What follows belongs to an exercise in optimizing a design on an open flow for small area and a short achievable clock period; a production flow would make more cautious choices. Function was checked by simulation only, so behaviour that the tests miss may differ from the original. Power is estimated from default activity; no workload was simulated.

==> flow/flow/run.sh <==
#!/bin/bash
# Layout flow: the standard flow (standard.sh, standard synthesis included)
# with two changes to how the layout is made, at the design's clock and
# constraints: the port buffers are buf_4 cells instead of the slow delay
# buffers buffer_ports picks by default, and timing repair aims for a setup
# slack margin so that it also speeds up paths that already meet the clock.
# make's full output goes to run_standard.log; each step's tool output is in
# orfs/logs/.
set -euo pipefail
bash standard.sh \
  "BUFFER_PORTS_ARGS=-buffer_cell sky130_fd_sc_hd__buf_4" \
  "SETUP_SLACK_MARGIN=22" \
  finish > run_standard.log 2>&1
==> flow/standard.sh <==
#!/bin/bash
# synth_recipe.tcl (not shown) runs the flow's synth.tcl, then flattens the netlist and writes it again
# the make line also repeats each setting of config.mk as NAME=value (left out here)
make -C /OpenROAD-flow-scripts/flow DESIGN_CONFIG=/design/flow/config.mk WORK_HOME=/design/flow/orfs CLKGATE_MAP_FILE= SYNTH_SCRIPT=/design/flow/synth_recipe.tcl "${@:-finish}"
==> flow/config.mk <==
export PLATFORM = sky130hd
export DESIGN_NAME = TopLevelCPU
export DESIGN_NICKNAME = TopLevelCPU
export VERILOG_FILES = /design/flow/design.v
export SDC_FILE = /design/flow/constraint.sdc
export NUM_CORES = 4
export LEC_CHECK = 0
export CAP_MARGIN = 20
export CORE_MARGIN = 2
export CORE_UTILIZATION = 60
export CTS_CLUSTER_DIAMETER = 100
export CTS_CLUSTER_SIZE = 30
export GPL_TIMING_DRIVEN = 0
export PLACE_DENSITY = 0.7
export SLEW_MARGIN = 20
export SYNTH_HIERARCHICAL = 1
export SYNTH_MINIMUM_KEEP_SIZE = 0
==> flow/constraint.sdc <==
create_clock -name core_clock -period 38.0 [get_ports {clk}]
set_input_delay 7.6000 -clock core_clock [delete_from_list [all_inputs] [get_ports {clk}]]
set_output_delay 7.6000 -clock core_clock [all_outputs]
set_load 0.01 [all_outputs]
==> flow/design.v <==
module ProgramCounter (
    input wire clk,
    input wire rst,
    input wire load,              
    input wire inc,               
    input wire [15:0] pc_in,
    output reg [15:0] pc_out
);
    always @(posedge clk or posedge rst) begin
        if (rst)
            pc_out <= 16'd0;
        else if (load)
            pc_out <= pc_in;
        else if (inc)
            pc_out <= pc_out + 16'd1;
    end
endmodule
module InstructionRegister (
    input wire clk,
    input wire rst,
    input wire load,
    input wire [15:0] instr_in,
    output reg [15:0] instr_out
);
    wire [15:0] d;
    wire hold = ~load;
    genvar b;
    generate
        for (b = 0; b < 16; b = b + 1) begin : bit_
            HoldMux hm (.ld(load), .hold(hold), .d(instr_in[b]), .q(instr_out[b]), .y(d[b]));
        end
    endgenerate
    always @(posedge clk or posedge rst) begin
        if (rst)
            instr_out <= 16'd0;
        else
            instr_out <= d;
    end
endmodule
module RfReadBit (
    input wire [7:1] sel,
    input wire [7:1] bits,
    output wire out
);
    wire g0, g1;
    Aoi222 u0 (.a0(sel[1]), .b0(bits[1]), .a1(sel[2]), .b1(bits[2]), .a2(sel[3]), .b2(bits[3]), .y(g0));
    Aoi222 u1 (.a0(sel[4]), .b0(bits[4]), .a1(sel[5]), .b1(bits[5]), .a2(sel[6]), .b2(bits[6]), .y(g1));
    assign out = ~(g0 & g1 & ~(sel[7] & bits[7]));
endmodule
module RfDebugBit (
    input wire [7:1] sel,
    input wire [7:1] bits,
    output wire out
);
    wire g0 = ~((sel[1] & bits[1]) | (sel[2] & bits[2]));
    wire g1 = ~((sel[3] & bits[3]) | (sel[4] & bits[4]));
    wire g2 = ~((sel[5] & bits[5]) | (sel[6] & bits[6]));
    wire g3 = ~(sel[7] & bits[7]);
    assign out = ~(g0 & g1 & g2 & g3);
endmodule
module RegisterFile (
    input wire clk,
    input wire we,
    input wire [2:0] raddr1,
    input wire [2:0] raddr2,
    input wire [2:0] waddr,
    input wire [15:0] wdata,
    input wire [2:0] reg_select,
    output wire [15:0] rdata1,
    output wire [15:0] rdata2,
    output wire [15:0] reg_data_selected
);
    reg [15:0] regs [1:7];
    wire [15:0] regs_d [1:7];
    wire [7:0] wsel = {8{we}} & (8'd1 << waddr);
    wire [7:0] rsel1 = 8'd1 << raddr1;
    wire [7:0] rsel2 = 8'd1 << raddr2;
    wire [7:0] dsel = 8'd1 << reg_select;
    genvar w, b;
    generate
        for (w = 1; w < 8; w = w + 1) begin : word
            wire hold = ~wsel[w];
            for (b = 0; b < 16; b = b + 1) begin : bit_
                HoldMux hm (.ld(wsel[w]), .hold(hold), .d(wdata[b]), .q(regs[w][b]), .y(regs_d[w][b]));
            end
        end
        for (b = 0; b < 16; b = b + 1) begin : rbit
            wire [7:1] col;
            for (w = 1; w < 8; w = w + 1) begin : c
                assign col[w] = regs[w][b];
            end
            RfReadBit ra (.sel(rsel1[7:1]), .bits(col), .out(rdata1[b]));
            RfReadBit rb (.sel(rsel2[7:1]), .bits(col), .out(rdata2[b]));
            RfDebugBit rd (.sel(dsel[7:1]), .bits(col), .out(reg_data_selected[b]));
        end
    endgenerate
    integer k;
    always @(posedge clk) begin
        for (k = 1; k < 8; k = k + 1)
            regs[k] <= regs_d[k];
    end
endmodule
module HoldMux (
    input wire ld,
    input wire hold,
    input wire d,
    input wire q,
    output wire y
);
    assign y = (ld & d) | (hold & q);
endmodule
module Aoi222 (
    input wire a0, b0, a1, b1, a2, b2,
    output wire y
);
    assign y = ~((a0 & b0) | (a1 & b1) | (a2 & b2));
endmodule
module Decode6 (
    input wire [5:0] a,
    input wire en,
    output wire [63:0] sel
);
    wire [7:0] lo = {8{en}} & (8'd1 << a[2:0]);
    wire [7:0] hi = 8'd1 << a[5:3];
    genvar k;
    generate
        for (k = 0; k < 64; k = k + 1) begin : g
            assign sel[k] = lo[k % 8] & hi[k / 8];
        end
    endgenerate
endmodule
module RamReadBit (
    input wire [63:0] sel,
    input wire [63:0] bits,
    output wire out
);
    wire [20:0] g;
    genvar i;
    generate
        for (i = 0; i < 21; i = i + 1) begin : t
            Aoi222 u (.a0(sel[3*i]), .b0(bits[3*i]), .a1(sel[3*i+1]), .b1(bits[3*i+1]),
                      .a2(sel[3*i+2]), .b2(bits[3*i+2]), .y(g[i]));
        end
    endgenerate
    assign out = ~(&g) | (sel[63] & bits[63]);
endmodule
module SimpleRAM (
    input wire clk,
    input wire we,
    input wire [5:0] addr,
    input wire [15:0] din,
    input wire prog_we,
    input wire [5:0] prog_addr,
    input wire [15:0] prog_data,
    output wire [15:0] dout
);
    reg [15:0] mem [0:63];
    wire [15:0] mem_d [0:63];
    reg [5:0] raddr;
    wire [5:0] waddr = prog_we ? prog_addr : addr;
    wire [15:0] wdata = prog_we ? prog_data : din;
    wire [63:0] wsel, rsel;
    Decode6 wdec (.a(waddr), .en(prog_we | we), .sel(wsel));
    Decode6 rdec (.a(raddr), .en(1'b1), .sel(rsel));
    genvar w, b;
    generate
        for (w = 0; w < 64; w = w + 1) begin : word
            wire hold = ~wsel[w];
            for (b = 0; b < 16; b = b + 1) begin : bit_
                HoldMux hm (.ld(wsel[w]), .hold(hold), .d(wdata[b]), .q(mem[w][b]), .y(mem_d[w][b]));
            end
        end
        for (b = 0; b < 16; b = b + 1) begin : rbit
            wire [63:0] col;
            for (w = 0; w < 64; w = w + 1) begin : c
                assign col[w] = mem[w][b];
            end
            RamReadBit rb (.sel(rsel), .bits(col), .out(dout[b]));
        end
    endgenerate
    integer k;
    always @(posedge clk) begin
        for (k = 0; k < 64; k = k + 1)
            mem[k] <= mem_d[k];
        raddr <= addr;
    end
endmodule
module SharedMultiplier (
    input wire [15:0] a,
    input wire [5:0] b,
    input wire [10:0] e,
    output wire [16:0] p
);
    wire [16:0] pn;
    assign p = ~pn;
    wire pp_0_0 = ~(a[0] & b[0]);
    wire pp_0_1 = ~(a[1] & b[0]);
    wire pp_0_2 = ~(a[2] & b[0]);
    wire pp_0_3 = ~(a[3] & b[0]);
    wire pp_0_4 = ~(a[4] & b[0]);
    wire pp_0_5 = ~(a[5] & b[0]);
    wire pp_0_6 = ~(a[6] & b[0]);
    wire pp_0_7 = ~(a[7] & b[0]);
    wire pp_0_8 = ~(a[8] & b[0]);
    wire pp_0_9 = ~(a[9] & b[0]);
    wire pp_0_10 = ~(a[10] & b[0]);
    wire pp_0_11 = ~(a[11] & b[0]);
    wire pp_0_12 = ~(a[12] & b[0]);
    wire pp_0_13 = ~(a[13] & b[0]);
    wire pp_0_14 = ~(a[14] & b[0]);
    wire pp_0_15 = ~(a[15] & b[0]);
    wire pp_1_0 = ~(a[0] & b[1]);
    wire pp_1_1 = ~(a[1] & b[1]);
    wire pp_1_2 = ~(a[2] & b[1]);
    wire pp_1_3 = ~(a[3] & b[1]);
    wire pp_1_4 = ~(a[4] & b[1]);
    wire pp_1_5 = ~(a[5] & b[1]);
    wire pp_1_6 = ~(a[6] & b[1]);
    wire pp_1_7 = ~(a[7] & b[1]);
    wire pp_1_8 = ~(a[8] & b[1]);
    wire pp_1_9 = ~(a[9] & b[1]);
    wire pp_1_10 = ~(a[10] & b[1]);
    wire pp_1_11 = ~(a[11] & b[1]);
    wire pp_1_12 = ~(a[12] & b[1]);
    wire pp_1_13 = ~(a[13] & b[1]);
    wire pp_1_14 = ~(a[14] & b[1]);
    wire pp_2_0 = ~(a[0] & b[2]);
    wire pp_2_1 = ~(a[1] & b[2]);
    wire pp_2_2 = ~(a[2] & b[2]);
    wire pp_2_3 = ~(a[3] & b[2]);
    wire pp_2_4 = ~(a[4] & b[2]);
    wire pp_2_5 = ~(a[5] & b[2]);
    wire pp_2_6 = ~(a[6] & b[2]);
    wire pp_2_7 = ~(a[7] & b[2]);
    wire pp_2_8 = ~(a[8] & b[2]);
    wire pp_2_9 = ~(a[9] & b[2]);
    wire pp_2_10 = ~(a[10] & b[2]);
    wire pp_2_11 = ~(a[11] & b[2]);
    wire pp_2_12 = ~(a[12] & b[2]);
    wire pp_2_13 = ~(a[13] & b[2]);
    wire pp_3_0 = ~(a[0] & b[3]);
    wire pp_3_1 = ~(a[1] & b[3]);
    wire pp_3_2 = ~(a[2] & b[3]);
    wire pp_3_3 = ~(a[3] & b[3]);
    wire pp_3_4 = ~(a[4] & b[3]);
    wire pp_3_5 = ~(a[5] & b[3]);
    wire pp_3_6 = ~(a[6] & b[3]);
    wire pp_3_7 = ~(a[7] & b[3]);
    wire pp_3_8 = ~(a[8] & b[3]);
    wire pp_3_9 = ~(a[9] & b[3]);
    wire pp_3_10 = ~(a[10] & b[3]);
    wire pp_3_11 = ~(a[11] & b[3]);
    wire pp_3_12 = ~(a[12] & b[3]);
    wire pp_4_0 = ~(a[0] & b[4]);
    wire pp_4_1 = ~(a[1] & b[4]);
    wire pp_4_2 = ~(a[2] & b[4]);
    wire pp_4_3 = ~(a[3] & b[4]);
    wire pp_4_4 = ~(a[4] & b[4]);
    wire pp_4_5 = ~(a[5] & b[4]);
    wire pp_4_6 = ~(a[6] & b[4]);
    wire pp_4_7 = ~(a[7] & b[4]);
    wire pp_4_8 = ~(a[8] & b[4]);
    wire pp_4_9 = ~(a[9] & b[4]);
    wire pp_4_10 = ~(a[10] & b[4]);
    wire pp_4_11 = ~(a[11] & b[4]);
    wire pp_5_0 = ~(a[0] & b[5]);
    wire pp_5_1 = ~(a[1] & b[5]);
    wire pp_5_2 = ~(a[2] & b[5]);
    wire pp_5_3 = ~(a[3] & b[5]);
    wire pp_5_4 = ~(a[4] & b[5]);
    wire pp_5_5 = ~(a[5] & b[5]);
    wire pp_5_6 = ~(a[6] & b[5]);
    wire pp_5_7 = ~(a[7] & b[5]);
    wire pp_5_8 = ~(a[8] & b[5]);
    wire pp_5_9 = ~(a[9] & b[5]);
    wire pp_5_10 = ~(a[10] & b[5]);
    wire ex_0 = ~e[0];
    wire ex_1 = ~e[1];
    wire ex_2 = ~e[2];
    wire ex_3 = ~e[3];
    wire ex_4 = ~e[4];
    wire ex_5 = ~e[5];
    wire ex_6 = ~e[6];
    wire ex_7 = ~e[7];
    wire ex_8 = ~e[8];
    wire ex_9 = ~e[9];
    wire ex_10 = ~e[10];
    wire s1, c2;
    FullAdd ha2 (.a(pp_0_5), .b(pp_1_4), .ci(1'b1), .s(s1), .co(c2));
    wire s3, c4;
    FullAdd fa4 (.a(pp_0_6), .b(pp_1_5), .ci(pp_2_4), .s(s3), .co(c4));
    wire s5, c6;
    FullAdd fa6 (.a(pp_0_7), .b(pp_1_6), .ci(pp_2_5), .s(s5), .co(c6));
    wire s7, c8;
    FullAdd fa8 (.a(pp_0_8), .b(pp_1_7), .ci(pp_2_6), .s(s7), .co(c8));
    wire s9, c10;
    FullAdd fa10 (.a(pp_0_9), .b(pp_1_8), .ci(pp_2_7), .s(s9), .co(c10));
    wire s11, c12;
    FullAdd fa12 (.a(pp_0_10), .b(pp_1_9), .ci(pp_2_8), .s(s11), .co(c12));
    wire s13, c14;
    FullAdd ha14 (.a(pp_0_11), .b(pp_1_10), .ci(1'b1), .s(s13), .co(c14));
    wire s15, c16;
    FullAdd ha16 (.a(pp_0_12), .b(pp_1_11), .ci(1'b1), .s(s15), .co(c16));
    wire s17, c18;
    FullAdd ha18 (.a(pp_0_13), .b(pp_1_12), .ci(1'b1), .s(s17), .co(c18));
    wire s19, c20;
    FullAdd ha20 (.a(pp_0_14), .b(pp_1_13), .ci(1'b1), .s(s19), .co(c20));
    wire s21, c22;
    FullAdd ha22 (.a(pp_0_15), .b(pp_1_14), .ci(1'b1), .s(s21), .co(c22));
    wire s23, c24;
    FullAdd ha24 (.a(pp_0_3), .b(pp_1_2), .ci(1'b1), .s(s23), .co(c24));
    wire s25, c26;
    FullAdd fa26 (.a(pp_0_4), .b(pp_1_3), .ci(pp_2_2), .s(s25), .co(c26));
    wire s27, c28;
    FullAdd ha28 (.a(pp_3_1), .b(pp_4_0), .ci(1'b1), .s(s27), .co(c28));
    wire s29, c30;
    FullAdd fa30 (.a(s1), .b(pp_2_3), .ci(pp_3_2), .s(s29), .co(c30));
    wire s31, c32;
    FullAdd fa32 (.a(pp_4_1), .b(pp_5_0), .ci(ex_5), .s(s31), .co(c32));
    wire s33, c34;
    FullAdd fa34 (.a(c2), .b(s3), .ci(pp_3_3), .s(s33), .co(c34));
    wire s35, c36;
    FullAdd fa36 (.a(pp_4_2), .b(pp_5_1), .ci(ex_6), .s(s35), .co(c36));
    wire s37, c38;
    FullAdd fa38 (.a(c4), .b(s5), .ci(pp_3_4), .s(s37), .co(c38));
    wire s39, c40;
    FullAdd fa40 (.a(pp_4_3), .b(pp_5_2), .ci(ex_7), .s(s39), .co(c40));
    wire s41, c42;
    FullAdd fa42 (.a(c6), .b(s7), .ci(pp_3_5), .s(s41), .co(c42));
    wire s43, c44;
    FullAdd fa44 (.a(pp_4_4), .b(pp_5_3), .ci(ex_8), .s(s43), .co(c44));
    wire s45, c46;
    FullAdd fa46 (.a(c8), .b(s9), .ci(pp_3_6), .s(s45), .co(c46));
    wire s47, c48;
    FullAdd fa48 (.a(pp_4_5), .b(pp_5_4), .ci(ex_9), .s(s47), .co(c48));
    wire s49, c50;
    FullAdd fa50 (.a(c10), .b(s11), .ci(pp_3_7), .s(s49), .co(c50));
    wire s51, c52;
    FullAdd fa52 (.a(pp_4_6), .b(pp_5_5), .ci(ex_10), .s(s51), .co(c52));
    wire s53, c54;
    FullAdd fa54 (.a(c12), .b(s13), .ci(pp_2_9), .s(s53), .co(c54));
    wire s55, c56;
    FullAdd fa56 (.a(pp_3_8), .b(pp_4_7), .ci(pp_5_6), .s(s55), .co(c56));
    wire s57, c58;
    FullAdd fa58 (.a(c14), .b(s15), .ci(pp_2_10), .s(s57), .co(c58));
    wire s59, c60;
    FullAdd fa60 (.a(pp_3_9), .b(pp_4_8), .ci(pp_5_7), .s(s59), .co(c60));
    wire s61, c62;
    FullAdd fa62 (.a(c16), .b(s17), .ci(pp_2_11), .s(s61), .co(c62));
    wire s63, c64;
    FullAdd fa64 (.a(pp_3_10), .b(pp_4_9), .ci(pp_5_8), .s(s63), .co(c64));
    wire s65, c66;
    FullAdd fa66 (.a(c18), .b(s19), .ci(pp_2_12), .s(s65), .co(c66));
    wire s67, c68;
    FullAdd fa68 (.a(pp_3_11), .b(pp_4_10), .ci(pp_5_9), .s(s67), .co(c68));
    wire s69, c70;
    FullAdd fa70 (.a(c20), .b(s21), .ci(pp_2_13), .s(s69), .co(c70));
    wire s71, c72;
    FullAdd fa72 (.a(pp_3_12), .b(pp_4_11), .ci(pp_5_10), .s(s71), .co(c72));
    wire s73, c74;
    FullAdd ha74 (.a(pp_0_2), .b(pp_1_1), .ci(1'b1), .s(s73), .co(c74));
    wire s75, c76;
    FullAdd fa76 (.a(s23), .b(pp_2_1), .ci(pp_3_0), .s(s75), .co(c76));
    wire s77, c78;
    FullAdd fa78 (.a(c24), .b(s25), .ci(s27), .s(s77), .co(c78));
    wire s79, c80;
    FullAdd fa80 (.a(c26), .b(c28), .ci(s29), .s(s79), .co(c80));
    wire s81, c82;
    FullAdd fa82 (.a(c30), .b(c32), .ci(s33), .s(s81), .co(c82));
    wire s83, c84;
    FullAdd fa84 (.a(c34), .b(c36), .ci(s37), .s(s83), .co(c84));
    wire s85, c86;
    FullAdd fa86 (.a(c38), .b(c40), .ci(s41), .s(s85), .co(c86));
    wire s87, c88;
    FullAdd fa88 (.a(c42), .b(c44), .ci(s45), .s(s87), .co(c88));
    wire s89, c90;
    FullAdd fa90 (.a(c46), .b(c48), .ci(s49), .s(s89), .co(c90));
    wire s91, c92;
    FullAdd fa92 (.a(c50), .b(c52), .ci(s53), .s(s91), .co(c92));
    wire s93, c94;
    FullAdd fa94 (.a(c54), .b(c56), .ci(s57), .s(s93), .co(c94));
    wire s95, c96;
    FullAdd fa96 (.a(c58), .b(c60), .ci(s61), .s(s95), .co(c96));
    wire s97, c98;
    FullAdd fa98 (.a(c62), .b(c64), .ci(s65), .s(s97), .co(c98));
    wire s99, c100;
    FullAdd fa100 (.a(c66), .b(c68), .ci(s69), .s(s99), .co(c100));
    wire s101, c102;
    FullAdd ha102 (.a(c70), .b(c72), .ci(1'b1), .s(s101), .co(c102));
    wire s103, c104;
    FullAdd ha104 (.a(pp_0_1), .b(pp_1_0), .ci(1'b1), .s(s103), .co(c104));
    wire s105, c106;
    FullAdd fa106 (.a(s73), .b(pp_2_0), .ci(ex_2), .s(s105), .co(c106));
    wire s107, c108;
    FullAdd fa108 (.a(c74), .b(s75), .ci(ex_3), .s(s107), .co(c108));
    wire s109, c110;
    FullAdd fa110 (.a(c76), .b(s77), .ci(ex_4), .s(s109), .co(c110));
    wire s111, c112;
    FullAdd fa112 (.a(c78), .b(s79), .ci(s31), .s(s111), .co(c112));
    wire s113, c114;
    FullAdd fa114 (.a(c80), .b(s81), .ci(s35), .s(s113), .co(c114));
    wire s115, c116;
    FullAdd fa116 (.a(c82), .b(s83), .ci(s39), .s(s115), .co(c116));
    wire s117, c118;
    FullAdd fa118 (.a(c84), .b(s85), .ci(s43), .s(s117), .co(c118));
    wire s119, c120;
    FullAdd fa120 (.a(c86), .b(s87), .ci(s47), .s(s119), .co(c120));
    wire s121, c122;
    FullAdd fa122 (.a(c88), .b(s89), .ci(s51), .s(s121), .co(c122));
    wire s123, c124;
    FullAdd fa124 (.a(c90), .b(s91), .ci(s55), .s(s123), .co(c124));
    wire s125, c126;
    FullAdd fa126 (.a(c92), .b(s93), .ci(s59), .s(s125), .co(c126));
    wire s127, c128;
    FullAdd fa128 (.a(c94), .b(s95), .ci(s63), .s(s127), .co(c128));
    wire s129, c130;
    FullAdd fa130 (.a(c96), .b(s97), .ci(s67), .s(s129), .co(c130));
    wire s131, c132;
    FullAdd fa132 (.a(c98), .b(s99), .ci(s71), .s(s131), .co(c132));
    wire s133, c134;
    FullAdd fa134 (.a(c100), .b(s101), .ci(c22), .s(s133), .co(c134));
    wire r135;
    FullAdd ha135 (.a(pp_0_0), .b(ex_0), .ci(1'b1), .s(pn[0]), .co(r135));
    wire r136;
    FullAdd fa136 (.a(s103), .b(ex_1), .ci(r135), .s(pn[1]), .co(r136));
    wire r137;
    FullAdd fa137 (.a(c104), .b(s105), .ci(r136), .s(pn[2]), .co(r137));
    wire r138;
    FullAdd fa138 (.a(c106), .b(s107), .ci(r137), .s(pn[3]), .co(r138));
    wire r139;
    FullAdd fa139 (.a(c108), .b(s109), .ci(r138), .s(pn[4]), .co(r139));
    wire r140;
    FullAdd fa140 (.a(c110), .b(s111), .ci(r139), .s(pn[5]), .co(r140));
    wire r141;
    FullAdd fa141 (.a(c112), .b(s113), .ci(r140), .s(pn[6]), .co(r141));
    wire r142;
    FullAdd fa142 (.a(c114), .b(s115), .ci(r141), .s(pn[7]), .co(r142));
    wire r143;
    FullAdd fa143 (.a(c116), .b(s117), .ci(r142), .s(pn[8]), .co(r143));
    wire r144;
    FullAdd fa144 (.a(c118), .b(s119), .ci(r143), .s(pn[9]), .co(r144));
    wire r145;
    FullAdd fa145 (.a(c120), .b(s121), .ci(r144), .s(pn[10]), .co(r145));
    wire r146;
    FullAdd fa146 (.a(c122), .b(s123), .ci(r145), .s(pn[11]), .co(r146));
    wire r147;
    FullAdd fa147 (.a(c124), .b(s125), .ci(r146), .s(pn[12]), .co(r147));
    wire r148;
    FullAdd fa148 (.a(c126), .b(s127), .ci(r147), .s(pn[13]), .co(r148));
    wire r149;
    FullAdd fa149 (.a(c128), .b(s129), .ci(r148), .s(pn[14]), .co(r149));
    wire r150;
    FullAdd fa150 (.a(c130), .b(s131), .ci(r149), .s(pn[15]), .co(r150));
    wire r151;
    FullAdd fa151 (.a(c132), .b(s133), .ci(r150), .s(pn[16]), .co(r151));
endmodule
module FullAdd (
    input wire a,
    input wire b,
    input wire ci,
    output wire s,
    output wire co
);
    assign s = a ^ b ^ ci;
    assign co = (a & b) | (a & ci) | (b & ci);
endmodule
module HalfAdd (
    input wire a,
    input wire b,
    output wire s,
    output wire co
);
    assign s = a ^ b;
    assign co = a & b;
endmodule
module LogicBit (
    input wire a,
    input wire b,
    input wire t12,
    input wire t3,
    output wire y
);
    assign y = (a & b) ? t3 : ((a | b) ? t12 : 1'b0);
endmodule
module IntegerALU (
    input wire [15:0] op1,
    input wire [15:0] op2,
    input wire [2:0] shamt,
    input wire sub,
    input wire sra,
    input wire [3:0] opcode,
    output wire [15:0] sum,
    output wire [15:0] logic_r,
    output wire [15:0] shr
);
    RippleAdd #(16) add (.a(op1), .b(op2 ^ {16{sub}}), .ci(sub), .s(sum), .co());
    wire t12 = (opcode != 4'b0010);
    wire t3 = (opcode == 4'b0010) || (opcode == 4'b0011);
    genvar i;
    generate
        for (i = 0; i < 16; i = i + 1) begin : lb
            LogicBit u (.a(op1[i]), .b(op2[i]), .t12(t12), .t3(t3), .y(logic_r[i]));
        end
    endgenerate
    wire signed [16:0] shr_in = {sra & op1[15], op1};
    wire signed [16:0] shr_out = shr_in >>> shamt;
    assign shr = shr_out[15:0];
endmodule
module RippleAdd #(parameter W = 4) (
    input wire [W-1:0] a,
    input wire [W-1:0] b,
    input wire ci,
    output wire [W-1:0] s,
    output wire co
);
    wire [W:0] c;
    assign c[0] = ci;
    genvar i;
    generate
        for (i = 0; i < W; i = i + 1) begin : fa
            FullAdd u (.a(a[i]), .b(b[i]), .ci(c[i]), .s(s[i]), .co(c[i+1]));
        end
    endgenerate
    assign co = c[W];
endmodule
module FloatingPointALU (
    input wire [15:0] op1,
    input wire [15:0] op2,
    input wire [21:0] mant_mul,    
    output wire [15:0] fadd,
    output wire [15:0] fmul
);
    wire s1 = op1[15];
    wire s2 = op2[15];
    wire big1 = (op1[14:0] >= op2[14:0]);
    wire [4:0] eb = big1 ? op1[14:10] : op2[14:10];
    wire [9:0] fb = big1 ? op1[9:0] : op2[9:0];
    wire [9:0] fs = big1 ? op2[9:0] : op1[9:0];
    wire [4:0] d12, d21;
    RippleAdd #(5) dsub12 (.a(op1[14:10]), .b(~op2[14:10]), .ci(1'b1), .s(d12), .co());
    RippleAdd #(5) dsub21 (.a(op2[14:10]), .b(~op1[14:10]), .ci(1'b1), .s(d21), .co());
    wire [4:0] d = big1 ? d12 : d21;
    wire [10:0] a0 = {1'b1, fs};
    wire [10:0] a1 = d[0] ? {1'b0, a0[10:1]} : a0;
    wire [10:0] a2 = d[1] ? {2'b0, a1[10:2]} : a1;
    wire [10:0] a3 = d[2] ? {4'b0, a2[10:4]} : a2;
    wire [10:0] a4 = d[3] ? {8'b0, a3[10:8]} : a3;
    wire [10:0] msh = d[4] ? 11'd0 : a4;
    wire same = (s1 == s2);
    wire [10:0] addend = same ? msh : ~msh;
    wire [11:0] sum12;
    wire clo;
    wire [5:0] hi0, hi1;
    wire co0, co1;
    RippleAdd #(5) msum_lo (.a(fb[4:0]), .b(addend[4:0]), .ci(~same), .s(sum12[4:0]), .co(clo));
    RippleAdd #(6) msum_h0 (.a({1'b1, fb[9:5]}), .b(addend[10:5]), .ci(1'b0), .s(hi0), .co(co0));
    RippleAdd #(6) msum_h1 (.a({1'b1, fb[9:5]}), .b(addend[10:5]), .ci(1'b1), .s(hi1), .co(co1));
    assign sum12[11:5] = clo ? {co1, hi1} : {co0, hi0};
    wire ovf = same & sum12[11];
    wire [10:0] x0 = ovf ? sum12[11:1] : sum12[10:0];
    wire [4:0] ebm1 = eb - 5'd1;
    wire [4:0] e0 = ovf ? eb : ebm1;
    wire er_zero = ovf ? (eb == 5'd31) : (eb == 5'd0);
    wire x_zero = (x0 == 11'd0);
    wire c8 = (x0[10:3] == 8'd0) && (e0[4] || e0[3]);
    wire [10:0] x1 = c8 ? {x0[2:0], 8'd0} : x0;
    wire [4:0] e1 = c8 ? e0 - 5'd8 : e0;
    wire c4 = (x1[10:7] == 4'd0) && (e1[4] || e1[3] || e1[2]);
    wire [10:0] x2 = c4 ? {x1[6:0], 4'd0} : x1;
    wire [4:0] e2 = c4 ? e1 - 5'd4 : e1;
    wire c2 = (x2[10:9] == 2'd0) && (e2[4:1] != 4'd0);
    wire [10:0] x3 = c2 ? {x2[8:0], 2'd0} : x2;
    wire [4:0] e3 = c2 ? e2 - 5'd2 : e2;
    wire c1 = !x3[10] && (e3 != 5'd0);
    wire [9:0] x4 = c1 ? x3[8:0] << 1 : x3[9:0];
    wire [4:0] e4 = c1 ? e3 - 5'd1 : e3;
    wire [9:0] fadd_m = er_zero ? x0[10:1] : x4;
    wire [4:0] fadd_e = (er_zero || x_zero) ? 5'd0 : e4;
    assign fadd = {big1 ? s1 : s2, fadd_e, fadd_m};
    wire top = mant_mul[21];
    wire [4:0] fmul_e = op1[14:10] + op2[14:10] + 5'd17 + {4'd0, top};
    wire [9:0] fmul_m = top ? mant_mul[20:11] : mant_mul[19:10];
    assign fmul = {s1 ^ s2, fmul_e, fmul_m};
endmodule
module ControlUnit (
    input wire clk,
    input wire rst,
    input wire [3:0] opcode,
    output wire st_fetch,
    output wire st_decode,
    output wire st_exmem,      
    output wire st_wb,
    output wire st_branch
);
    localparam FETCH   = 3'b000,
               DECODE  = 3'b001,
               EXECUTE = 3'b011,
               MEM     = 3'b010,
               WB      = 3'b110,
               BRANCH  = 3'b100;
    reg [2:0] state;
    reg [2:0] next_state;
    wire op_branch = (opcode == 4'b1010) || (opcode == 4'b1110) || (opcode == 4'b1111);
    wire op_mem = (opcode == 4'b1100) || (opcode == 4'b1101);
    always @(posedge clk or posedge rst) begin
        if (rst)
            state <= FETCH;
        else
            state <= next_state;
    end
    always @(*) begin
        case (state)
            FETCH:   next_state = DECODE;
            DECODE:  next_state = op_branch ? BRANCH : EXECUTE;
            EXECUTE: next_state = op_mem ? MEM : WB;
            MEM:     next_state = WB;
            default: next_state = FETCH;
        endcase
    end
    assign st_fetch  = (state == FETCH);
    assign st_decode = (state == DECODE);
    assign st_exmem  = (state == EXECUTE) || (state == MEM);
    assign st_wb     = (state == WB);
    assign st_branch = (state == BRANCH);
endmodule
module TopLevelCPU (
    input wire clk,
    input wire rst,
    input wire mode_run,          
    input wire step,              
    input wire [2:0] reg_select,  
    input wire prog_we,           
    input wire [5:0] prog_addr,
    input wire [15:0] prog_data,
    output wire [15:0] pc_out,
    output wire [15:0] instr_out,
    output wire [15:0] reg_debug
);
    wire [15:0] instr;
    wire [15:0] mem_out;
    wire [3:0] opcode = instr[15:12];
    wire [2:0] rd = instr[11:9];
    wire [2:0] rs = instr[8:6];
    wire [2:0] rt = instr[5:3];
    wire [2:0] imm = instr[2:0];
    wire st_fetch, st_decode, st_exmem, st_wb, st_branch;
    ControlUnit CU (
        .clk(clk),
        .rst(rst),
        .opcode(opcode),
        .st_fetch(st_fetch),
        .st_decode(st_decode),
        .st_exmem(st_exmem),
        .st_wb(st_wb),
        .st_branch(st_branch)
    );
    wire [15:0] op1, op2;
    wire [15:0] write_data;
    wire rf_we = st_wb && (opcode != 4'b1101);
    RegisterFile RF (
        .clk(clk),
        .we(rf_we),
        .raddr1(rs),
        .raddr2(rt),
        .waddr(rd),
        .wdata(write_data),
        .reg_select(reg_select),
        .rdata1(op1),
        .rdata2(op2),
        .reg_data_selected(reg_debug)
    );
    wire [15:0] logic_r;
    wire equal = (logic_r == 16'd0);
    wire pc_load = st_branch && (!opcode[2] || (opcode[0] ? !equal : equal));
    ProgramCounter PC (
        .clk(clk),
        .rst(rst),
        .load(pc_load),
        .inc(st_fetch),
        .pc_in({4'b0000, instr[11:0]}),
        .pc_out(pc_out)
    );
    SimpleRAM RAM (
        .clk(clk),
        .we(st_exmem && opcode == 4'b1101),
        .addr(pc_out[5:0]),
        .din(op2),
        .prog_we(prog_we),
        .prog_addr(prog_addr),
        .prog_data(prog_data),
        .dout(mem_out)
    );
    InstructionRegister IR (
        .clk(clk),
        .rst(rst),
        .load(st_fetch),
        .instr_in(mem_out),
        .instr_out(instr)
    );
    wire op_fmul = (opcode == 4'b1011);
    wire op_sll = (opcode == 4'b0110);
    wire [15:0] mul_a = op_fmul ? {5'd0, 1'b1, op1[9:0]} : op1;
    wire [15:0] mul_b = op_fmul ? {5'd0, 1'b1, op2[9:0]} :
                        op_sll  ? {8'd0, 8'd1 << imm} : op2;
    reg [16:0] mul_acc;
    reg [5:0] mul_low;
    wire [16:0] mul_arr;
    wire [5:0] mul_bpass = st_decode ? mul_b[5:0] :
                           st_wb     ? {2'b00, mul_b[15:12]} : mul_b[11:6];
    SharedMultiplier MUL (
        .a(mul_a),
        .b(mul_bpass),
        .e({11{!st_decode}} & mul_acc[16:6]),
        .p(mul_arr)
    );
    always @(posedge clk) begin
        mul_acc <= mul_arr;
        mul_low <= mul_acc[5:0];
    end
    wire [21:0] prod = {mul_arr[9:0], mul_acc[5:0], mul_low};
    wire [15:0] sum, shr;
    IntegerALU ALU (
        .op1(op1),
        .op2(op2),
        .shamt(imm),
        .sub(opcode[0]),
        .sra(opcode[3]),
        .opcode(opcode),
        .sum(sum),
        .logic_r(logic_r),
        .shr(shr)
    );
    wire [15:0] fadd, fmul;
    FloatingPointALU FPU (
        .op1(op1),
        .op2(op2),
        .mant_mul(prod),
        .fadd(fadd),
        .fmul(fmul)
    );
    reg [15:0] result;
    always @(*) begin
        case (opcode)
            4'b0000, 4'b0001: result = sum;
            4'b0010, 4'b0011, 4'b0100: result = logic_r;
            4'b0101, 4'b0110: result = prod[15:0];
            4'b0111, 4'b1000: result = shr;
            4'b1001: result = fadd;
            4'b1011: result = fmul;
            default: result = mem_out;
        endcase
    end
    assign write_data = result;
    assign instr_out = instr;
endmodule
==> impl_metrics.env, run 1 <==
export IMPL_outcome="no timing/DRC/antenna violations"
export IMPL_clock_skew_final_ns=0.0615
export IMPL_yosys_top_cells_count="sky130_fd_sc_hd__dfxtp_1 (1165), sky130_fd_sc_hd__a22o_1 (1155), sky130_fd_sc_hd__a222oi_1 (449)"
export IMPL_timing_critical_path_cells="buf_12 > nor3b_4 > buf_4 > buf_16 > a222oi_1 > nand3_1 > buf_6"
export IMPL_drt_pass1_iter_count=14
export IMPL_cell_type_contributing_the_most_total_cell_area_after_synthesis="sky130_fd_sc_hd__dfxtp_1"
export IMPL_synth_cell_types=105
export IMPL_setup_viol_count_final=0
export IMPL_clk_insertion_delay_late_ns=0.69
export IMPL_tritoncts="built"
export IMPL_power_static_leakage_nw=20.9
export IMPL_timing_max_cap_violations=0
export IMPL_cp_end_kind="primary output"
export IMPL_holdBufCountCts=0
export IMPL_core_area_sq_um=83800
export IMPL_power_switching_mw=1.20
export IMPL_ir_drop_worst_vdd_mv=0.0597
export IMPL_final_min_period_over_clock_period_pct=43.3
export IMPL_antenna_found_initial=4
export IMPL_area_of_the_die_sq_um=87200
export IMPL_power_share_switching_pct=35.4
export IMPL_syn_avg_cell_area_sq_um=11.4
export IMPL_cts_path_max_buffers=3
export IMPL_crit_path_start_kind="input pin"
export IMPL_critPathMaxStageDelay_ns=0.30
export IMPL_synth_warnings=16
export IMPL_netlist_area_before_placement_sq_um=50900
export IMPL_cts_max_level=2
export IMPL_row_count=106
export IMPL_synth_async_sr_flop_share_pct=2.92
export IMPL_synth_largest_type_area_fraction_pct=45.8
export IMPL_finalNetCount=4855
export IMPL_critPathRequiredTime_ns=30.40
export IMPL_synthFlopType="sky130_fd_sc_hd__dfxtp_1"
export IMPL_gp_congestion=0.985
export IMPL_port_buffers=75
export IMPL_max_freq_mhz=60.8
export IMPL_worst_ep_arrival_time_ns=8.85
export IMPL_grt_ovfl_total=0
export IMPL_floorplan_initialDensity_pct=60.7
export IMPL_grt_first_pass_wirelength_um=262000
export IMPL_cts_num_sinks=1200
export IMPL_route_vias_total=43739
export IMPL_yosys_cell_count_top_type="sky130_fd_sc_hd__dfxtp_1"
export IMPL_worst_slew_margin_rel_pct=12.6
export IMPL_clockPowerShare_pct=19.2
export IMPL_grt_usage_pct=39.4
export IMPL_synth_enable_flop_cells=0
export IMPL_drt_wirelength_per_cell_um=30.6
export IMPL_area_growth_synth_to_final_pct=9.28
export IMPL_clk_pin_slew_ns=0.12
export IMPL_dp_hpwl_um=118000
export IMPL_number_of_global_route_vias_before_repair=40513
export IMPL_critical_path_class="input pin to primary output"
export IMPL_pwr_density_cell_nw_per_um2=60.7
export IMPL_wirelength_um=178000
export IMPL_drt_antenna_violating_nets=0
export IMPL_cts_buffers=48
export IMPL_seq_area_frac_synth_pct=47.5
export IMPL_setup_tns_final_ns=0
export IMPL_final_layout_size_suffix_gt1_share_pct=10.0
export IMPL_critPathMaxFanout=8
export IMPL_combPwrFrac_pct=30.4
export IMPL_finalMaxSlewViolations=0
export IMPL_worst_slew_pin_slew_ns=1.30
export IMPL_internal_power_mw=2.18
export IMPL_detail_route_drc_violations=0
export IMPL_rsz0062_at_grt="true"
export IMPL_grt_start_max_net_pins=51
export IMPL_dieWidth_um=295
export IMPL_die_height_um=295
export IMPL_number_of_instances_in_the_synthesized_netlist=4477
export IMPL_post_synth_main_area_contributors="sky130_fd_sc_hd__dfxtp_1 (46%), sky130_fd_sc_hd__a22o_1 (20%), sky130_fd_sc_hd__a222oi_1 (8.8%)"
export IMPL_hold_viol_final=0
export IMPL_cpMaxStageDelayCell="sky130_fd_sc_hd__a222oi_1"
export IMPL_layout_min_cycle_time_ns=16.45
export IMPL_ctsRootBufferMaster="sky130_fd_sc_hd__clkbuf_16"
export IMPL_ios=78
export IMPL_layout_core_utilization_pct=66.4
export IMPL_hold_path_class="register to register"
export IMPL_yosys_register_bits=1200
export IMPL_avgViaCountPerCell=7.52
export IMPL_pwr_share_seq_pct=50.3
export IMPL_initialDrtViolationCount=7780
## power groups by stage
stage	Clock (mW)	Combinational (mW)	Sequential [mW]
finish	0.650	1.03	1.70
global route	0.692	1.09	1.73
CTS	0.651	0.989	1.69
detailed placement	0	0.984	1.72
global placement	0	0.943	1.71
floorplan	0	0.692	1.67
## metrics by stage
step / power (mW) / setup slack, ns / std cells / cell area, sq um / hold slack [ns]
5_1_grt: 3.51 / 21.51 / 5817 / 55600 / 0.380
6_report: 3.38 / 21.55 / 5817 / 55600 / 0.377
3_3_place_gp: 2.66 / 21.31 / 5704 / 53000 / 0.342
4_1_cts: 3.33 / 21.64 / 5812 / 55400 / 0.374
2_1_floorplan: 2.36 / 22.07 / 4495 / 51000 / 0.330
3_5_place_dp: 2.70 / 21.30 / 5744 / 53900 / 0.354
## per-module statistics from Yosys (local to each module, per instance), a selection
module | times used | flip-flops and latches
RegisterFile | 1 | 112
SimpleRAM | 1 | 1030
SharedMultiplier | 1 | 0
IntegerALU | 1 | 0
HoldMux | 1152 | 0
ProgramCounter | 1 | 16
RamReadBit | 16 | 0
RfReadBit | 32 | 0
RfDebugBit | 16 | 0
InstructionRegister | 1 | 16
## registers in the layout, summed over array words and instances, names as in the netlist
signal	flops
mul_low	6
RAM.mem	1024
RF.regs	112
IR.instr_out	16
mul_acc	17
CU.state	3
RAM.raddr	6
PC.pc_out	16
## cell usage in the layout, fill, tap and decap left out, drive strengths merged, types with 15 or more instances in the layout
master	instances
inv	143
a22oi	39
nand2	262
a222oi	449
buf	178
nor4	34
a22o	1155
ha	27
mux2i	77
dfxtp	1165
xor2	23
nand3	104
nor3b	15
a211oi	29
mux2	50
nor2	168
fa	128
o21ai	67
nor2b	27
xnor2	32
clkbuf	94
dfrtp	35
conb	23
a21oi	35
nor3	22
nand4	80
## final cells by class
cell class	instances	area, sq um
inverter	141	529
multi-input combinational	3062	26200
tap	1134	1420
clock buffer	55	1250
buffer	92	532
fill	6573	28200
antenna	1	2.50
timing repair buffer	125	1350
clock inverter	7	150
sequential	1200	24200
## per-layer routing
metal | wire, um | track usage (%) | vias to the layer above
li1 | - | - | 18926
met1 | 71500 | 56.0 | 21462
met2 | 75000 | 57.2 | 2864
met3 | 21700 | 8.95 | 483
met4 | 9620 | 17.8 | 4
met5 | 25 | 0 | -
## kinds of logic (layout without fill, tap and decap cells)
logic type | after synthesis | count (layout) | share of synthesized area [%]
flip-flops | 1200 | 1200 | 47.5
buffers and inverters | 233 | 420 | 2.08
XOR/XNOR | 55 | 55 | 0.961
multiplexers | 129 | 129 | 2.77
other | 5 | 24 | 0.0369
AND/OR/NAND/NOR | 813 | 813 | 8.27
AO/OA/AOI/OAI | 1887 | 1887 | 32.6
adder cells (fa/ha/maj) | 155 | 155 | 5.70
## path summary, 6_finish.rpt
path / startpoint / end / slack (ns) / cells past startpoint
min in group asynchronous: rst / CU.state[0] / 6.85 / 2
max in group asynchronous: rst / PC.pc_out[11] / 30.47 / 2
max reg2reg: IR.instr_out[6] / RF.regs[2][3] / 22.39 / 46
min reg2reg: mul_acc[0] / mul_low[0] / 0.38 / 0
max: reg_select[0] / reg_debug[2] / 21.55 / 7
min: mul_acc[0] / mul_low[0] / 0.38 / 0
## repair_timing
item                       in CTS  in global routing
setup buffers                   5                  1
pin swaps                      35                 12
gates cloned                    1                  0
setup endpoints to repair      16                 73
resized for setup              12                 12
## critical path: cells and delay by family
kind / cells / cell delay (ns)
AOI/OAI and AO/OA: 1 / 0.30
buffers and inverters: 4 / 0.58
and+or+nand+nor: 2 / 0.36
==> run 2, diff against run 1 <==
--- a/flow/config.mk
+++ b/flow/config.mk
@@ -5,13 +5,13 @@
 export SDC_FILE = /design/flow/constraint.sdc
 export NUM_CORES = 4
 export LEC_CHECK = 0
-export CAP_MARGIN = 20
+export CAP_MARGIN = 5
 export CORE_MARGIN = 2
 export CORE_UTILIZATION = 60
 export CTS_CLUSTER_DIAMETER = 100
 export CTS_CLUSTER_SIZE = 30
 export GPL_TIMING_DRIVEN = 0
 export PLACE_DENSITY = 0.7
-export SLEW_MARGIN = 20
+export SLEW_MARGIN = 5
 export SYNTH_HIERARCHICAL = 1
 export SYNTH_MINIMUM_KEEP_SIZE = 0
==> impl_metrics.env, run 2 <==
export IMPL_outcome="no timing/DRC/antenna violations"
export IMPL_ctsRootBufferMaster="sky130_fd_sc_hd__clkbuf_16"
export IMPL_synth_cell_types=105
export IMPL_cts_buffers=48
export IMPL_grt_start_max_net_pins=54
export IMPL_dieWidth_um=295
export IMPL_timing_max_cap_violations=0
export IMPL_synth_async_sr_flop_share_pct=2.92
export IMPL_worst_hold_slack_ns=0.380
export IMPL_dp_hpwl_um=116000
export IMPL_synth_warnings=16
export IMPL_cts_max_level=2
export IMPL_mostFrequentLayoutCells="sky130_fd_sc_hd__dfxtp_1 (1165), sky130_fd_sc_hd__a22o_1 (1155), sky130_fd_sc_hd__a222oi_1 (449)"
export IMPL_cp_top_family="buffers and inverters"
export IMPL_clock_skew_final_ns=0.0713
export IMPL_antenna_found_initial=5
export IMPL_mostFrequentLayoutCell="sky130_fd_sc_hd__dfxtp_1"
export IMPL_clk_pin_slew_ns=0.11
export IMPL_cell_type_contributing_the_most_total_cell_area_after_synthesis="sky130_fd_sc_hd__dfxtp_1"
export IMPL_worst_slew_margin_rel_pct=5.18
export IMPL_floorplan_initialDensity_pct=60.7
export IMPL_route_vias_total=43821
export IMPL_cts_num_sinks=1200
export IMPL_cp_end_kind="primary output"
export IMPL_timing_critical_path_cells="buf_6 > nor3b_4 > buf_6 > a222oi_1 > nand3_1 > buf_6"
export IMPL_yosys_cell_count_top_type="sky130_fd_sc_hd__dfxtp_1"
export IMPL_grt_first_pass_wirelength_um=261000
export IMPL_number_of_global_route_vias_before_repair=40540
export IMPL_area_growth_synth_to_final_pct=8.82
export IMPL_initialDrtViolationCount=7329
export IMPL_grt_usage_pct=39.3
export IMPL_wirelength_um=178000
export IMPL_number_of_instances_in_the_synthesized_netlist=4477
export IMPL_fill_count=6648
export IMPL_ir_drop_worst_vdd_mv=0.0614
export IMPL_finalNetCount=4845
export IMPL_drt_antenna_violating_nets=0
export IMPL_footprint_of_the_flip_flops_and_latches_sq_um=24200
export IMPL_pwr_density_cell_nw_per_um2=60.9
export IMPL_cts_path_max_buffers=3
export IMPL_fin_total_pwr_mw=3.37
export IMPL_yosys_register_bits=1200
export IMPL_critical_path_class="input pin to primary output"
export IMPL_drt_wirelength_per_cell_um=30.6
export IMPL_max_freq_mhz=60.8
export IMPL_netlist_area_before_placement_sq_um=50900
export IMPL_rsz0062_at_grt="true"
export IMPL_setup_viol_count_final=0
export IMPL_detail_route_drc_violations=0
export IMPL_synth_largest_type_area_fraction_pct=45.8
export IMPL_synth_enable_flop_cells=0
export IMPL_crit_path_start_kind="input pin"
export IMPL_critPathMaxFanout=8
export IMPL_drt_pass1_iter_count=13
export IMPL_layout_min_cycle_time_ns=16.45
export IMPL_synthFlopType="sky130_fd_sc_hd__dfxtp_1"
export IMPL_critPathMaxStageDelay_ns=0.34
export IMPL_tritoncts="built"
export IMPL_layout_top_registers="RAM.mem: 1024 flops, RF.regs: 112 flops, mul_acc: 17 flops"
export IMPL_syn_avg_cell_area_sq_um=11.4
export IMPL_area_of_the_die_sq_um=87200
export IMPL_avgViaCountPerCell=7.54
export IMPL_yosys_top_cells_count="sky130_fd_sc_hd__dfxtp_1 (1165), sky130_fd_sc_hd__a22o_1 (1155), sky130_fd_sc_hd__a222oi_1 (449)"
export IMPL_post_synth_main_area_contributors="sky130_fd_sc_hd__dfxtp_1 (46%), sky130_fd_sc_hd__a22o_1 (20%), sky130_fd_sc_hd__a222oi_1 (8.8%)"
export IMPL_port_buffers=75
export IMPL_cpMaxStageDelayCell="sky130_fd_sc_hd__a222oi_1"
export IMPL_hold_viol_final=0
export IMPL_row_count=106
export IMPL_holdBufCountCts=0
export IMPL_gp_congestion=0.985
export IMPL_finalMaxSlewViolations=0
export IMPL_clk_insertion_delay_late_ns=0.69
export IMPL_grt_ovfl_total=0
export IMPL_ios=78
export IMPL_largest_register="RAM.mem"
export IMPL_critPathRequiredTime_ns=30.40
export IMPL_hold_path_class="register to register"
export IMPL_setup_tns_final_ns=0
export IMPL_largest_register_ffs=1024
export IMPL_worst_path_buf_inv=3
export IMPL_final_min_period_over_clock_period_pct=43.3
export IMPL_power_static_leakage_nw=20.9
export IMPL_core_area_sq_um=83800
export IMPL_seq_area_frac_synth_pct=47.5
export IMPL_worst_ep_arrival_time_ns=8.85
export IMPL_cp_common_cell="sky130_fd_sc_hd__buf_6"
export IMPL_worst_slew_pin_slew_ns=1.41
export IMPL_final_layout_size_suffix_gt1_share_pct=7.90
export IMPL_multi_input_area_sq_um=26000
export IMPL_die_height_um=295
[run 2: cell count changes in the layout (fill, tap and decap cells not counted), sizes merged]
cell    change
buf        -11
clkbuf      -1
clkinv      +1
diode       +2
[run 2: final timing paths]
check / depth (start not counted) / startpoint / end / slack [ns]
hold reg to reg: 0 / mul_acc[0] / mul_low[0] / 0.38
setup / recovery: 6 / reg_select[2] / reg_debug[15] / 21.55
hold / removal: 0 / mul_acc[0] / mul_low[0] / 0.38
min in group asynchronous: 2 / rst / CU.state[0] / 6.86
setup reg to reg: 46 / IR.instr_out[6] / RF.regs[2][3] / 22.61
max in group asynchronous: 2 / rst / PC.pc_out[11] / 30.51
[run 2: layout make-up]
class	count	area share, %
multi-input combinational	3062	46.9
clock inverter	8	0.276
tap	1134	2.56
antenna	3	0.0136
inverter	141	0.956
buffer	92	0.958
sequential	1200	43.7
timing repair buffer	115	2.34
clock buffer	53	2.28
[run 2: cell families after synthesis]
logic type / after synthesis / synth area share [%]
other: 5 / 0.0369
AOI/OAI and AO/OA: 1887 / 32.6
xor gates and xnor gates: 55 / 0.961
DFF: 1200 / 47.5
adders and majority gates: 155 / 5.70
muxes: 129 / 2.77
buffers and inverters: 233 / 2.08
and+or+nand+nor: 813 / 8.27
[run 2: routing by layer]
metal	GRT usage, %	share of wire [%]	routed length (um)
met5	0	0.0062	11
met4	18.0	5.3	9380
met3	9.59	12	21400
met2	56.4	42	74600
met1	55.7	41	72100
[run 2: modules after synthesis (local to each module, per instance), excerpt]
module	cells inside	times used	area [sq um]	flops+latches
InstructionRegister	18	1	408	16
RegisterFile	151	1	2590	112
FloatingPointALU	488	1	3410	0
ControlUnit	17	1	180	3
RfDebugBit	4	16	30.0	0
FullAdd	1	127	20.0	0
Decode6	95	2	457	0
TopLevelCPU	182	1	1560	23
SharedMultiplier	117	1	468	0
RamReadBit	9	16	51.3	0
[run 2: repair_timing]
item / 4_1_cts / 5_1_grt
endpoints found under the hold margin: 0 / 0
cloned: 1 / 0
endpoints found under the setup margin: 16 / 110
pin swaps: 35 / 10
gates resized for setup: 12 / 29
buffers inserted: 5 / 2
[run 2: power breakdown]
part | leakage (nW) | total [mW] | switching (mW) | internal (mW)
Combinational | 10.3 | 1.02 | 0.606 | 0.414
Sequential | 9.94 | 1.70 | 0.176 | 1.52
Clock | 0.683 | 0.653 | 0.407 | 0.246
[run 2: stage by stage]
step / instance area (sq um) / setup slack, ns / cells / utilization (%)
6_report: 55400 / 21.55 / 5808 / 66.1
3_3_place_gp: 53000 / 21.31 / 5704 / 63.2
3_5_place_dp: 53600 / 21.30 / 5728 / 63.9
4_1_cts: 55100 / 21.64 / 5795 / 65.8
5_1_grt: 55400 / 21.55 / 5806 / 66.1
2_1_floorplan: 51000 / 22.07 / 4495 / -
==> run 3, diff against run 2 <==
--- a/flow/design.v
+++ b/flow/design.v
@@ -6,13 +6,20 @@
     input wire [15:0] pc_in,
     output reg [15:0] pc_out
 );
+    wire [15:0] pc_next;
+    wire [16:0] c;
+    assign c[0] = inc;
+    genvar i;
+    generate
+        for (i = 0; i < 16; i = i + 1) begin : inc_
+            HalfAdd u (.a(pc_out[i]), .b(c[i]), .s(pc_next[i]), .co(c[i+1]));
+        end
+    endgenerate
     always @(posedge clk or posedge rst) begin
         if (rst)
             pc_out <= 16'd0;
-        else if (load)
-            pc_out <= pc_in;
-        else if (inc)
-            pc_out <= pc_out + 16'd1;
+        else
+            pc_out <= load ? pc_in : pc_next;
     end
 endmodule
 module InstructionRegister (
==> impl_metrics.env, run 3 <==
export IMPL_outcome="complete, but fails checks"
export IMPL_failed_layout_checks="capacitance limit"
export IMPL_clk_pin_slew_ns=0.12
export IMPL_synth_warnings=16
export IMPL_hold_path_class="register to register"
export IMPL_multi_input_area_sq_um=26000
export IMPL_post_place_cells=5679
export IMPL_clk_insertion_delay_late_ns=0.65
export IMPL_critical_path_class="input pin to primary output"
export IMPL_mostFrequentLayoutCell="sky130_fd_sc_hd__dfxtp_1"
export IMPL_clock_skew_final_ns=0.0566
export IMPL_crit_path_start_kind="input pin"
export IMPL_grt_usage_pct=39.1
export IMPL_power_switching_mw=1.17
export IMPL_power_share_switching_pct=34.9
export IMPL_cts_max_level=2
export IMPL_yosys_cell_count_top_type="sky130_fd_sc_hd__dfxtp_1"
export IMPL_area_of_the_die_sq_um=87100
export IMPL_number_of_global_route_vias_before_repair=39860
export IMPL_row_count=106
export IMPL_port_buffers=75
export IMPL_initialDrtViolationCount=8001
export IMPL_synth_largest_type_area_fraction_pct=45.9
export IMPL_footprint_of_the_flip_flops_and_latches_sq_um=24200
export IMPL_fin_total_pwr_mw=3.36
export IMPL_yosys_top_cells_count="sky130_fd_sc_hd__dfxtp_1 (1165), sky130_fd_sc_hd__a22o_1 (1155), sky130_fd_sc_hd__a222oi_1 (449)"
export IMPL_dieWidth_um=295
export IMPL_cell_type_contributing_the_most_total_cell_area_after_synthesis="sky130_fd_sc_hd__dfxtp_1"
export IMPL_place_area_sq_um=53500
export IMPL_worst_ep_arrival_time_ns=8.81
export IMPL_layout_top_registers="RAM.mem: 1024 flops, RF.regs: 112 flops, mul_acc: 17 flops"
export IMPL_layout_min_cycle_time_ns=16.41
export IMPL_ctsRootBufferMaster="sky130_fd_sc_hd__clkbuf_16"
export IMPL_critical_path_reg2reg_endpoint="RF.regs[5][9]"
export IMPL_cts_path_max_buffers=3
export IMPL_holdBufCountCts=0
export IMPL_r2r_cells=48
export IMPL_route_vias_total=43686
export IMPL_gp_congestion=0.971
export IMPL_syn_avg_cell_area_sq_um=11.5
export IMPL_instances_no_fill=5748
export IMPL_antenna_found_initial=2
export IMPL_largest_register_ffs=1024
export IMPL_seq_area_frac_synth_pct=47.6
export IMPL_grt_first_pass_wirelength_um=261000
export IMPL_dp_hpwl_um=116000
export IMPL_detail_route_drc_violations=0
export IMPL_min_delay_start="mul_acc[3]"
export IMPL_drt_wirelength_per_cell_um=30.8
export IMPL_final_min_period_over_clock_period_pct=43.2
export IMPL_synth_enable_flop_cells=0
export IMPL_fill_count=6568
export IMPL_clockPowerShare_pct=19.2
export IMPL_rsz0062_at_grt="true"
export IMPL_grt_start_max_net_pins=62
export IMPL_avgViaCountPerCell=7.60
export IMPL_pwr_share_seq_pct=50.6
export IMPL_largest_register="RAM.mem"
export IMPL_layout_cell_area_non_filler_sq_um=55300
export IMPL_core_area_sq_um=83800
export IMPL_post_synth_main_area_contributors="sky130_fd_sc_hd__dfxtp_1 (46%), sky130_fd_sc_hd__a22o_1 (20%), sky130_fd_sc_hd__a222oi_1 (8.8%)"
export IMPL_tritoncts="built"
export IMPL_cp_end_kind="primary output"
export IMPL_max_freq_mhz=60.9
export IMPL_drt_pass1_iter_count=13
export IMPL_cts_num_sinks=1200
export IMPL_mostFrequentLayoutCells="sky130_fd_sc_hd__dfxtp_1 (1165), sky130_fd_sc_hd__a22o_1 (1155), sky130_fd_sc_hd__a222oi_1 (449)"
export IMPL_finalNetCount=4804
export IMPL_synthFlopType="sky130_fd_sc_hd__dfxtp_1"
export IMPL_internal_power_mw=2.19
export IMPL_cts_buffers=47
export IMPL_netlist_area_before_placement_sq_um=50800
export IMPL_synth_cell_types=105
export IMPL_setup_tns_final_ns=0
export IMPL_combPwrFrac_pct=30.2
export IMPL_timing_max_cap_violations=1
export IMPL_setup_viol_count_final=0
export IMPL_hold_viol_final=0
export IMPL_drt_antenna_violating_nets=0
export IMPL_ir_drop_worst_vdd_mv=0.0432
export IMPL_reg2reg_slack_ns=22.65
export IMPL_synth_async_sr_flop_share_pct=2.92
export IMPL_wirelength_um=177000
export IMPL_critPathRequiredTime_ns=30.40
export IMPL_number_of_instances_in_the_synthesized_netlist=4427
export IMPL_worst_slew_margin_rel_pct=1.84
export IMPL_cells_on_worst_hold_path=0
export IMPL_worst_hold_slack_ns=0.366
export IMPL_hold_path_end="mul_low[3]"
export IMPL_worst_slew_pin_slew_ns=1.46
export IMPL_finalMaxSlewViolations=0
export IMPL_critPathMaxFanout=16
export IMPL_area_growth_synth_to_final_pct=8.78
export IMPL_pwr_density_cell_nw_per_um2=60.8
export IMPL_ios=78
export IMPL_grt_ovfl_total=0
export IMPL_worst_r2r_startpoint="IR.instr_out[5]"
export IMPL_die_height_um=295
export IMPL_yosys_register_bits=1200
export IMPL_final_layout_size_suffix_gt1_share_pct=8.41
export IMPL_floorplan_initialDensity_pct=60.6
export IMPL_power_static_leakage_nw=21.1
## run 3: metrics by stage
| step | utilization (%) | worst slack [ns] |
|---|---|---|
| floorplan | - | 22.07 |
| global placement | 63.1 | 21.13 |
| detailed placement | 63.8 | 21.26 |
| CTS | 65.6 | 21.61 |
| global route | 66.0 | 21.54 |
| finish | 66.0 | 21.59 |
## run 3: power groups by stage
stage / clock [mW] / sequential, mW / combinational [mW]
5_1_grt: 0.685 / 1.73 / 1.08
4_1_cts: 0.643 / 1.69 / 0.981
3_3_place_gp: 0 / 1.71 / 0.945
2_1_floorplan: 0 / 1.67 / 0.689
6_report: 0.645 / 1.70 / 1.02
3_5_place_dp: 0 / 1.72 / 0.976
## run 3: area by class of cell
cell class / instances / share of cell area (%)
Antenna cell: 1 / 0.00453
Tap cell: 1134 / 2.57
Sequential cell: 1200 / 43.8
Buffer: 90 / 0.987
Multi-Input combinational cell: 3017 / 47.1
Clock inverter: 8 / 0.274
Timing Repair Buffer: 110 / 2.23
Inverter: 138 / 0.937
Clock buffer: 50 / 2.15
## run 3: worst max path at each step
stage	depth (start not counted)	endpoint	startpoint
after floorplan	3	reg_debug[0]	reg_select[0]
after global placement	46	RF.regs[5][9]	IR.instr_out[3]
after detailed placement	5	reg_debug[5]	reg_select[0]
after CTS	6	reg_debug[5]	reg_select[0]
after global routing	6	reg_debug[5]	reg_select[2]
final	5	reg_debug[9]	reg_select[1]
## run 3: modules after synthesis, one instance, submodules excluded, excerpt
module | flip-flops and latches | times used
InstructionRegister | 16 | 1
HoldMux | 0 | 1152
RfDebugBit | 0 | 16
HalfAdd | 0 | 16
Decode6 | 0 | 2
RfReadBit | 0 | 32
## run 3: kinds of logic after synthesis
| group | count (synthesis) | share of synthesized area [%] |
|---|---|---|
| other | 5 | 0.0369 |
| flip-flops | 1200 | 47.6 |
| buffers and inverters | 228 | 2.09 |
| AND/OR/NAND/NOR | 769 | 7.80 |
| AO/OA/AOI/OAI | 1872 | 32.5 |
| XOR/XNOR | 42 | 0.738 |
| adder cells (fa/ha/maj) | 170 | 6.07 |
| multiplexers | 141 | 3.12 |
## run 3: worst max-delay path, stage by stage
cell and delay, ns:
sky130_fd_sc_hd__buf_4 0.15, sky130_fd_sc_hd__and3b_2 0.56, sky130_fd_sc_hd__a22oi_1 0.14, sky130_fd_sc_hd__nand3_1 0.19, sky130_fd_sc_hd__buf_4 0.15
## run 3: what timing repair did
| item | CTS | global route |
|---|---|---|
| setup buffers | 3 | 0 |
| pin swaps | 30 | 6 |
| gates resized for setup | 13 | 49 |
| endpoints found under the setup margin | 16 | 119 |
| cloned | 2 | 0 |
## run 3: routing by layer
layer / up-vias / GRT usage [%] / share of wire (%)
li1: 18744 / - / -
met1: 21546 / 59.0 / 41
met4: 5 / 11.9 / 3.5
met5: - / 0 / 0.047
met3: 368 / 8.87 / 13
met2: 3023 / 55.3 / 42
==> run 4, diff against run 3 <==
--- a/flow/config.mk
+++ b/flow/config.mk
@@ -5,7 +5,7 @@
 export SDC_FILE = /design/flow/constraint.sdc
 export NUM_CORES = 4
 export LEC_CHECK = 0
-export CAP_MARGIN = 5
+export CAP_MARGIN = 20
 export CORE_MARGIN = 2
 export CORE_UTILIZATION = 60
 export CTS_CLUSTER_DIAMETER = 100
==> impl_metrics.env, run 4 <==
export IMPL_synth_cell_types=105
export IMPL_clock_skew_final_ns=0.0417
export IMPL_max_freq_mhz=61.0
export IMPL_grt_start_max_net_pins=62
export IMPL_cell_type_contributing_the_most_total_cell_area_after_synthesis="sky130_fd_sc_hd__dfxtp_1"
export IMPL_number_of_instances_in_the_synthesized_netlist=4427
export IMPL_layout_cell_area_non_filler_sq_um=56400
export IMPL_cp_end_kind="primary output"
export IMPL_setup_tns_final_ns=0
export IMPL_worst_slew_pin_slew_ns=1.21
export IMPL_seq_area_frac_synth_pct=47.6
export IMPL_initialDrtViolationCount=8140
export IMPL_dp_hpwl_um=119000
export IMPL_ctsRootBufferMaster="sky130_fd_sc_hd__clkbuf_16"
export IMPL_synthFlopType="sky130_fd_sc_hd__dfxtp_1"
export IMPL_synth_largest_type_area_fraction_pct=45.9
export IMPL_timing_max_cap_violations=0
export IMPL_area_growth_synth_to_final_pct=11.0
export IMPL_crit_cells=6
export IMPL_drt_wirelength_per_cell_um=30.4
export IMPL_antennaDiodeCount=0
export IMPL_critical_path_class="input pin to primary output"
export IMPL_hold_path_class="register to register"
export IMPL_area_of_the_die_sq_um=87100
export IMPL_tritoncts="built"
export IMPL_critPathMaxStageDelay_ns=0.31
export IMPL_hold_viol_final=0
export IMPL_synth_warnings=16
export IMPL_rsz0062_at_grt="true"
export IMPL_pwr_density_cell_nw_per_um2=59.6
export IMPL_largest_register="RAM.mem"
export IMPL_cts_buffers=46
export IMPL_yosys_top_cells_count="sky130_fd_sc_hd__dfxtp_1 (1165), sky130_fd_sc_hd__a22o_1 (1155), sky130_fd_sc_hd__a222oi_1 (449)"
export IMPL_syn_avg_cell_area_sq_um=11.5
export IMPL_row_count=106
export IMPL_final_min_period_over_clock_period_pct=43.2
export IMPL_worst_hold_slack_ns=0.376
export IMPL_mostFrequentLayoutCell="sky130_fd_sc_hd__dfxtp_1"
export IMPL_setup_viol_count_final=0
export IMPL_worst_path_buf_inv=3
export IMPL_gp_congestion=0.971
export IMPL_worst_ep_arrival_time_ns=8.80
export IMPL_yosys_cell_count_top_type="sky130_fd_sc_hd__dfxtp_1"
export IMPL_grt_ovfl_total=0
export IMPL_cells_on_worst_hold_path=0
export IMPL_antenna_found_initial=9
export IMPL_cts_path_max_buffers=3
export IMPL_core_area_sq_um=83800
export IMPL_crit_path_start_kind="input pin"
export IMPL_post_synth_main_area_contributors="sky130_fd_sc_hd__dfxtp_1 (46%), sky130_fd_sc_hd__a22o_1 (20%), sky130_fd_sc_hd__a222oi_1 (8.8%)"
export IMPL_place_area_sq_um=54300
export IMPL_avgViaCountPerCell=7.51
export IMPL_clk_insertion_delay_late_ns=0.67
export IMPL_port_buffers=75
export IMPL_timing_critical_path_cells="buf_12 > nor3b_4 > buf_12 > a222oi_1 > nand3_1 > buf_6"
export IMPL_netlist_area_before_placement_sq_um=50800
export IMPL_cts_num_sinks=1200
export IMPL_clk_pin_slew_ns=0.12
export IMPL_grt_usage_pct=39.4
export IMPL_largest_register_ffs=1024
export IMPL_finalNetCount=4930
export IMPL_finalMaxSlewViolations=0
export IMPL_yosys_register_bits=1200
export IMPL_cp_common_cell="sky130_fd_sc_hd__buf_12"
export IMPL_drt_antenna_violating_nets=0
export IMPL_cp_top_family="buffers and inverters"
export IMPL_drt_pass1_iter_count=14
export IMPL_outcome="no timing/DRC/antenna violations"
export IMPL_layout_top_registers="RAM.mem: 1024 flops, RF.regs: 112 flops, mul_acc: 17 flops"
export IMPL_power_static_leakage_nw=21.8
export IMPL_cpMaxStageDelayCell="sky130_fd_sc_hd__a222oi_1"
export IMPL_wirelength_um=178000
export IMPL_critPathRequiredTime_ns=30.40
export IMPL_detail_route_drc_violations=0
export IMPL_r2r_cells=46
export IMPL_critPathMaxFanout=8
export IMPL_fin_total_pwr_mw=3.36
export IMPL_layout_min_cycle_time_ns=16.40
export IMPL_ios=78
export IMPL_synth_async_sr_flop_share_pct=2.92
export IMPL_die_height_um=295
export IMPL_route_vias_total=44125
export IMPL_ir_drop_worst_vdd_mv=0.0481
export IMPL_number_of_global_route_vias_before_repair=40704
export IMPL_grt_first_pass_wirelength_um=263000
export IMPL_synth_enable_flop_cells=0
export IMPL_cts_max_level=2
export IMPL_final_layout_size_suffix_gt1_share_pct=10.6
export IMPL_worst_slew_margin_rel_pct=19.3
export IMPL_floorplan_initialDensity_pct=60.6
export IMPL_mostFrequentLayoutCells="sky130_fd_sc_hd__dfxtp_1 (1165), sky130_fd_sc_hd__a22o_1 (1155), sky130_fd_sc_hd__a222oi_1 (449)"
export IMPL_dieWidth_um=295
run 4: timing repair:
item | CTS | global route
pin swaps | 29 | 21
hold buffers | 0 | 0
setup endpoints to repair | 16 | 115
gates cloned | 2 | 0
buffers inserted | 3 | 2
gates resized for setup | 12 | 59
run 4: final cells by class:
| cell class | instances | area [sq um] |
|---|---|---|
| fill | 6464 | 27400 |
| multi-input combinational | 3017 | 26000 |
| sequential | 1200 | 24200 |
| timing repair buffer | 237 | 2460 |
| tap | 1134 | 1420 |
| clock buffer | 51 | 1200 |
| buffer | 90 | 546 |
| inverter | 138 | 518 |
| clock inverter | 5 | 66.3 |
run 4: metal layers:
layer | global-route usage, % | routed length [um]
met5 | 0 | 81
met4 | 13.8 | 6860
met3 | 10.2 | 22900
met2 | 55.8 | 74000
met1 | 57.8 | 74400
run 4: where the power goes:
part	leakage (nW)	internal, mW	switching (mW)
logic	11.2	0.427	0.602
clock network	0.622	0.231	0.397
registers	9.94	1.53	0.176
run 4: kinds of logic after synthesis:
logic type / synth area share, %
XOR/XNOR: 0.738
AND/OR/NAND/NOR: 7.80
AO/OA/AOI/OAI: 32.5
adder cells (fa/ha/maj): 6.07
multiplexers: 3.12
buffers and inverters: 2.09
flip-flops: 47.6
other: 0.0369
run 4: final timing paths:
path,end,startpoint,slack [ns]
setup / recovery,reg_debug[5],reg_select[2],21.60
hold / removal,mul_low[3],mul_acc[3],0.38
setup reg to reg,RF.regs[5][9],IR.instr_out[8],22.67
hold reg to reg,mul_low[3],mul_acc[3],0.38
max in group asynchronous,PC.pc_out[2],rst,30.43
min in group asynchronous,CU.state[0],rst,6.86
run 4: per-module statistics from Yosys, one instance, submodules excluded, a selection:
module,area [sq um],flip-flops and latches,cells inside,copies in the design
HoldMux,8.76,0,1,1152
SimpleRAM,21100,1030,1120,1
LogicBit,23.8,0,3,16
TopLevelCPU,1560,23,182,1
SharedMultiplier,468,0,117,1
FullAdd,20.0,0,1,127
IntegerALU,714,0,94,1
ProgramCounter,653,16,35,1
run 4: per-stage QoR:
step	instances	utilization [%]	setup slack, ns
floorplan	4445	-	22.07
global placement	5654	63.1	21.13
detailed placement	5756	64.7	21.28
CTS	5817	66.4	21.61
global route	5872	67.3	21.54
finish	5872	67.3	21.60

-- afterwards: timing with drivers on the ports --
In the flow no input, the clock included, has a driving cell. The finished layouts below were timed again as built, in two steps.
Step 1: set_driving_cell puts a clkbuf_16 on clk and a buf_2 on each other input, an assumption about the parent block.
Step 2, shift: input delay + t, output delay - t, t = (earliest + latest rising clock arrival at the registers) / 2. This alone moves slack from input paths to output paths.
Slacks: ideal / step 1 / step 2; pairs: ideal / step 1.
| run | t (ns) | setup WS [ns] |
|---|---|---|
| run 1 | 0.728 | 21.552 / 21.503 / 21.503 |
| run 2 | 0.724 | 21.554 / 21.508 / 21.508 |
| run 3 | 0.695 | 21.592 / 21.539 / 21.539 |
| run 4 | 0.709 | 21.600 / 21.543 / 21.543 |
